From an optimization exercise on the open Yosys and OpenROAD flow, aimed at small area, a short achievable clock period and few clock cycles per item; shortcuts taken in it are not production practice.
In this exercise RTL edits were held to simulation tests only and were not proved equivalent to the original.

// booth_multiplier
module booth_multiplier #(
    parameter N = 32
) (
    input clk,
    input start,
    input signed [N-1:0] multiplicand,
    input signed [N-1:0] multiplier,
    output signed [2*N-1:0] product,
    output reg done
);
Size: about 3,000 cells after synthesis.
export LEC_CHECK = 0
export ABC_AREA = 1
export CAP_MARGIN = 20
export CORE_MARGIN = 2
export CORE_UTILIZATION = 60
export SETUP_SLACK_MARGIN = 0.2
export SLEW_MARGIN = 20
export TNS_END_PERCENT = 20
create_clock -name core_clock -period 4.5 [get_ports {clk}]
standard.sh (not shown) runs the stock make flow with config.mk's settings and CLKGATE_MAP_FILE= SYNTH_SCRIPT=/design/flow/synth_recipe.tcl, a recipe that flattens the netlist after the stock synthesis.
==> flow/flow/run.sh <==
#!/bin/bash
# Standard layout, except that the delay cells (clkdlybuf*, dlygate*, dlymetal*)
# may not be used after synthesis: the port buffers and repairs then use
# ordinary buffers.  Synthesis is the standard one.
set -e
cp standard.sh standard_sh.txt
bash standard.sh synth > run_synth.log 2>&1
cat >> config.mk <<'CFG'
export DONT_USE_CELLS += sky130_fd_sc_hd__clkdlybuf4s15_1 sky130_fd_sc_hd__clkdlybuf4s15_2 sky130_fd_sc_hd__clkdlybuf4s18_1 sky130_fd_sc_hd__clkdlybuf4s18_2 sky130_fd_sc_hd__clkdlybuf4s25_1 sky130_fd_sc_hd__clkdlybuf4s25_2 sky130_fd_sc_hd__clkdlybuf4s50_1 sky130_fd_sc_hd__clkdlybuf4s50_2 sky130_fd_sc_hd__dlygate4sd1_1 sky130_fd_sc_hd__dlygate4sd2_1 sky130_fd_sc_hd__dlygate4sd3_1 sky130_fd_sc_hd__dlymetal6s2s_1 sky130_fd_sc_hd__dlymetal6s4s_1 sky130_fd_sc_hd__dlymetal6s6s_1
CFG
bash standard.sh finish > run_finish.log 2>&1
The starting point completed with no timing, DRC or antenna violations.
Testbench counts at the start, summed over its fixed seeds: cycles 2,400, items 2,400.
Edit:
--- a/flow/config.mk
+++ b/flow/config.mk
@@ -10,6 +10,5 @@
 export CORE_MARGIN = 2
 export CORE_UTILIZATION = 60
-export SETUP_SLACK_MARGIN = 0.2
+export SETUP_SLACK_MARGIN = 0.1
 export SLEW_MARGIN = 20
-export TNS_END_PERCENT = 20
 export DONT_USE_CELLS += sky130_fd_sc_hd__clkdlybuf4s15_1 sky130_fd_sc_hd__clkdlybuf4s15_2 sky130_fd_sc_hd__clkdlybuf4s18_1 sky130_fd_sc_hd__clkdlybuf4s18_2 sky130_fd_sc_hd__clkdlybuf4s25_1 sky130_fd_sc_hd__clkdlybuf4s25_2 sky130_fd_sc_hd__clkdlybuf4s50_1 sky130_fd_sc_hd__clkdlybuf4s50_2 sky130_fd_sc_hd__dlygate4sd1_1 sky130_fd_sc_hd__dlygate4sd2_1 sky130_fd_sc_hd__dlygate4sd3_1 sky130_fd_sc_hd__dlymetal6s2s_1 sky130_fd_sc_hd__dlymetal6s4s_1 sky130_fd_sc_hd__dlymetal6s6s_1
=> Routed wire length stays flat; synthesized area does not change; via count goes up by 1.2%; sequential share of layout area barely changes; clock-buffer cell count is unchanged; design area grows by 0.64%; maximum frequency stays flat; worst setup slack stays flat; hold slack gains 0.10 ns; utilization rose by 0.44 points; synthesized cell count stays the same.
Edit:
--- a/flow/config.mk
+++ b/flow/config.mk
@@ -9,6 +9,6 @@
 export CAP_MARGIN = 20
 export CORE_MARGIN = 2
-export CORE_UTILIZATION = 60
-export SETUP_SLACK_MARGIN = 0.1
+export CORE_UTILIZATION = 65
+export SETUP_SLACK_MARGIN = 0.4
 export SLEW_MARGIN = 20
 export DONT_USE_CELLS += sky130_fd_sc_hd__clkdlybuf4s15_1 sky130_fd_sc_hd__clkdlybuf4s15_2 sky130_fd_sc_hd__clkdlybuf4s18_1 sky130_fd_sc_hd__clkdlybuf4s18_2 sky130_fd_sc_hd__clkdlybuf4s25_1 sky130_fd_sc_hd__clkdlybuf4s25_2 sky130_fd_sc_hd__clkdlybuf4s50_1 sky130_fd_sc_hd__clkdlybuf4s50_2 sky130_fd_sc_hd__dlygate4sd1_1 sky130_fd_sc_hd__dlygate4sd2_1 sky130_fd_sc_hd__dlygate4sd3_1 sky130_fd_sc_hd__dlymetal6s2s_1 sky130_fd_sc_hd__dlymetal6s4s_1 sky130_fd_sc_hd__dlymetal6s6s_1
What happened: Setup slack improved by 0.045 ns; non-clock buffer count rises by 69; maximum frequency rises by about 1.1%; utilization rises by 10 points; die area falls by about 8%; hold slack got worse by 0.30 ns; global-route usage rises by 4.2 points.
Edit:
--- a/flow/config.mk
+++ b/flow/config.mk
@@ -9,6 +9,8 @@
 export CAP_MARGIN = 20
 export CORE_MARGIN = 2
-export CORE_UTILIZATION = 65
-export SETUP_SLACK_MARGIN = 0.4
+export CORE_UTILIZATION = 60
+export GPL_TIMING_DRIVEN = 0
+export SETUP_SLACK_MARGIN = 0.3
 export SLEW_MARGIN = 20
+export TNS_END_PERCENT = 20
 export DONT_USE_CELLS += sky130_fd_sc_hd__clkdlybuf4s15_1 sky130_fd_sc_hd__clkdlybuf4s15_2 sky130_fd_sc_hd__clkdlybuf4s18_1 sky130_fd_sc_hd__clkdlybuf4s18_2 sky130_fd_sc_hd__clkdlybuf4s25_1 sky130_fd_sc_hd__clkdlybuf4s25_2 sky130_fd_sc_hd__clkdlybuf4s50_1 sky130_fd_sc_hd__clkdlybuf4s50_2 sky130_fd_sc_hd__dlygate4sd1_1 sky130_fd_sc_hd__dlygate4sd2_1 sky130_fd_sc_hd__dlygate4sd3_1 sky130_fd_sc_hd__dlymetal6s2s_1 sky130_fd_sc_hd__dlymetal6s4s_1 sky130_fd_sc_hd__dlymetal6s6s_1
Wire length grows by about 36%.
Maximum frequency is lower by 4.7%.
First-iteration DRC count goes up by 61%.
Setup slack is worse by 0.21 ns.
Final area went down by about 2.5%.
Via count went up by about 9%.
Critical path depth grows by 4.
Edit:
--- a/flow/config.mk
+++ b/flow/config.mk
@@ -9,8 +9,6 @@
 export CAP_MARGIN = 20
 export CORE_MARGIN = 2
-export CORE_UTILIZATION = 60
-export GPL_TIMING_DRIVEN = 0
-export SETUP_SLACK_MARGIN = 0.3
+export CORE_UTILIZATION = 65
+export SETUP_SLACK_MARGIN = 0.2
 export SLEW_MARGIN = 20
-export TNS_END_PERCENT = 20
 export DONT_USE_CELLS += sky130_fd_sc_hd__clkdlybuf4s15_1 sky130_fd_sc_hd__clkdlybuf4s15_2 sky130_fd_sc_hd__clkdlybuf4s18_1 sky130_fd_sc_hd__clkdlybuf4s18_2 sky130_fd_sc_hd__clkdlybuf4s25_1 sky130_fd_sc_hd__clkdlybuf4s25_2 sky130_fd_sc_hd__clkdlybuf4s50_1 sky130_fd_sc_hd__clkdlybuf4s50_2 sky130_fd_sc_hd__dlygate4sd1_1 sky130_fd_sc_hd__dlygate4sd2_1 sky130_fd_sc_hd__dlygate4sd3_1 sky130_fd_sc_hd__dlymetal6s2s_1 sky130_fd_sc_hd__dlymetal6s4s_1 sky130_fd_sc_hd__dlymetal6s6s_1
After rerunning: Synthesized area stays the same. Global-route usage went down by 13 points. Non-clock buffer count went up by 79. Worst setup slack is better by 0.15 ns. Worst hold slack is better by 0.11 ns. Count of clock-buffer cells in the layout went up by 1. Maximum frequency went up by about 3.5%.

== run 1 ==
Another version of the RTL of booth_multiplier (not shown whole).
Size: roughly 3,600 cells after synthesis, roughly 160 flip-flops, about 130 I/O pins, about 0.030 mm^2 of cells after synthesis.
// booth_multiplier
module booth_multiplier #(
    parameter N = 32
) (
    input clk,
    input start,
    input signed [N-1:0] multiplicand,
    input signed [N-1:0] multiplier,
    output signed [2*N-1:0] product,
    output reg done
);
==> flow/config.mk <==
export PLATFORM = sky130hd
export DESIGN_NAME = booth_multiplier
export DESIGN_NICKNAME = booth_multiplier
export VERILOG_FILES = /design/flow/design.v
export SDC_FILE = /design/flow/constraint.sdc
export NUM_CORES = 4
export LEC_CHECK = 0
export ABC_AREA = 1
export CAP_MARGIN = 20
export CORE_MARGIN = 2
export CORE_UTILIZATION = 60
export SETUP_SLACK_MARGIN = 0.55
export SLEW_MARGIN = 20
export DONT_USE_CELLS += sky130_fd_sc_hd__clkdlybuf4s15_1 sky130_fd_sc_hd__clkdlybuf4s15_2 sky130_fd_sc_hd__clkdlybuf4s18_1 sky130_fd_sc_hd__clkdlybuf4s18_2 sky130_fd_sc_hd__clkdlybuf4s25_1 sky130_fd_sc_hd__clkdlybuf4s25_2 sky130_fd_sc_hd__clkdlybuf4s50_1 sky130_fd_sc_hd__clkdlybuf4s50_2 sky130_fd_sc_hd__dlygate4sd1_1 sky130_fd_sc_hd__dlygate4sd2_1 sky130_fd_sc_hd__dlygate4sd3_1 sky130_fd_sc_hd__dlymetal6s2s_1 sky130_fd_sc_hd__dlymetal6s4s_1 sky130_fd_sc_hd__dlymetal6s6s_1
==> flow/constraint.sdc <==
create_clock -name core_clock -period 4.5 [get_ports {clk}]
set_input_delay 0.9000 -clock core_clock [delete_from_list [all_inputs] [get_ports {clk}]]
set_output_delay 0.9000 -clock core_clock [all_outputs]
set_load 0.01 [all_outputs]
Scripts as last shown in full above: flow/flow/run.sh
Run 1 reached the final stage; the timing, DRC and antenna checks on its layout passed.
Testbench counts of run 1, summed over its fixed seeds: cycles 2,400, items 2,400.
Relative to run 1, the following input files were edited for run 2:
diff --git a/flow/config.mk b/flow/config.mk
--- a/flow/config.mk
+++ b/flow/config.mk
@@ -10,5 +10,5 @@
 export CORE_MARGIN = 2
 export CORE_UTILIZATION = 60
-export SETUP_SLACK_MARGIN = 0.55
+export SETUP_SLACK_MARGIN = 0.4
 export SLEW_MARGIN = 20
 export DONT_USE_CELLS += sky130_fd_sc_hd__clkdlybuf4s15_1 sky130_fd_sc_hd__clkdlybuf4s15_2 sky130_fd_sc_hd__clkdlybuf4s18_1 sky130_fd_sc_hd__clkdlybuf4s18_2 sky130_fd_sc_hd__clkdlybuf4s25_1 sky130_fd_sc_hd__clkdlybuf4s25_2 sky130_fd_sc_hd__clkdlybuf4s50_1 sky130_fd_sc_hd__clkdlybuf4s50_2 sky130_fd_sc_hd__dlygate4sd1_1 sky130_fd_sc_hd__dlygate4sd2_1 sky130_fd_sc_hd__dlygate4sd3_1 sky130_fd_sc_hd__dlymetal6s2s_1 sky130_fd_sc_hd__dlymetal6s4s_1 sky130_fd_sc_hd__dlymetal6s6s_1
Results
Going from run 1 to run 2, buffering stage count on the worst path with inverters included went down by 1, fraction of cell area in non-clock buffers fell 0.41 points.

## what the ideal ports hide
The results above use ideal ports. As a check the final layouts listed here were re-extracted and re-timed, cells and wires unchanged.
Step 1 assumes that a clkbuf_16 drives the clock port and a buf_2 every other input.
Step 2 times the ports against the registers' clock, not the clock port: input delays grow and output delays shrink by t, the midpoint of the rising clock arrivals with the driver on.
a / b / c = no drivers / after step 1 / after step 2; a / b = the first two.
| run | t (ns) | slack for setup (ns) | latest minus earliest clock arrival (ns) | slew at the worst register clock pin (ns) |
|---|---|---|---|---|
| the first run of note 1 | 0.557 | 0.232 / 0.171 / -0.293 | 0.015 / 0.015 | 0.07 / 0.07 |
| the second run of note 1 | 0.564 | 0.235 / 0.171 / -0.294 | 0.017 / 0.016 | 0.08 / 0.08 |
| the third run of note 1 | 0.565 | 0.280 / 0.219 / -0.161 | 0.016 / 0.017 | 0.08 / 0.08 |
| the fourth run of note 1 | 0.573 | 0.070 / -0.001 / -0.376 | 0.018 / 0.017 | 0.07 / 0.07 |
| the fifth run of note 1 | 0.564 | 0.220 / 0.234 / -0.307 | 0.022 / 0.022 | 0.07 / 0.07 |
| run 1 | 0.526 | 0.338 / 0.345 / -0.180 | 0.023 / 0.023 | 0.08 / 0.08 |
| run 2 | 0.521 | 0.316 / 0.325 / -0.196 | 0.024 / 0.024 | 0.09 / 0.09 |
With both steps, setup timing fails in every run listed, where it was met with ideal ports. The setup slack of the second run of note 1, which loses most, moves by -0.064 ns with the drivers and by -0.529 ns with both steps.
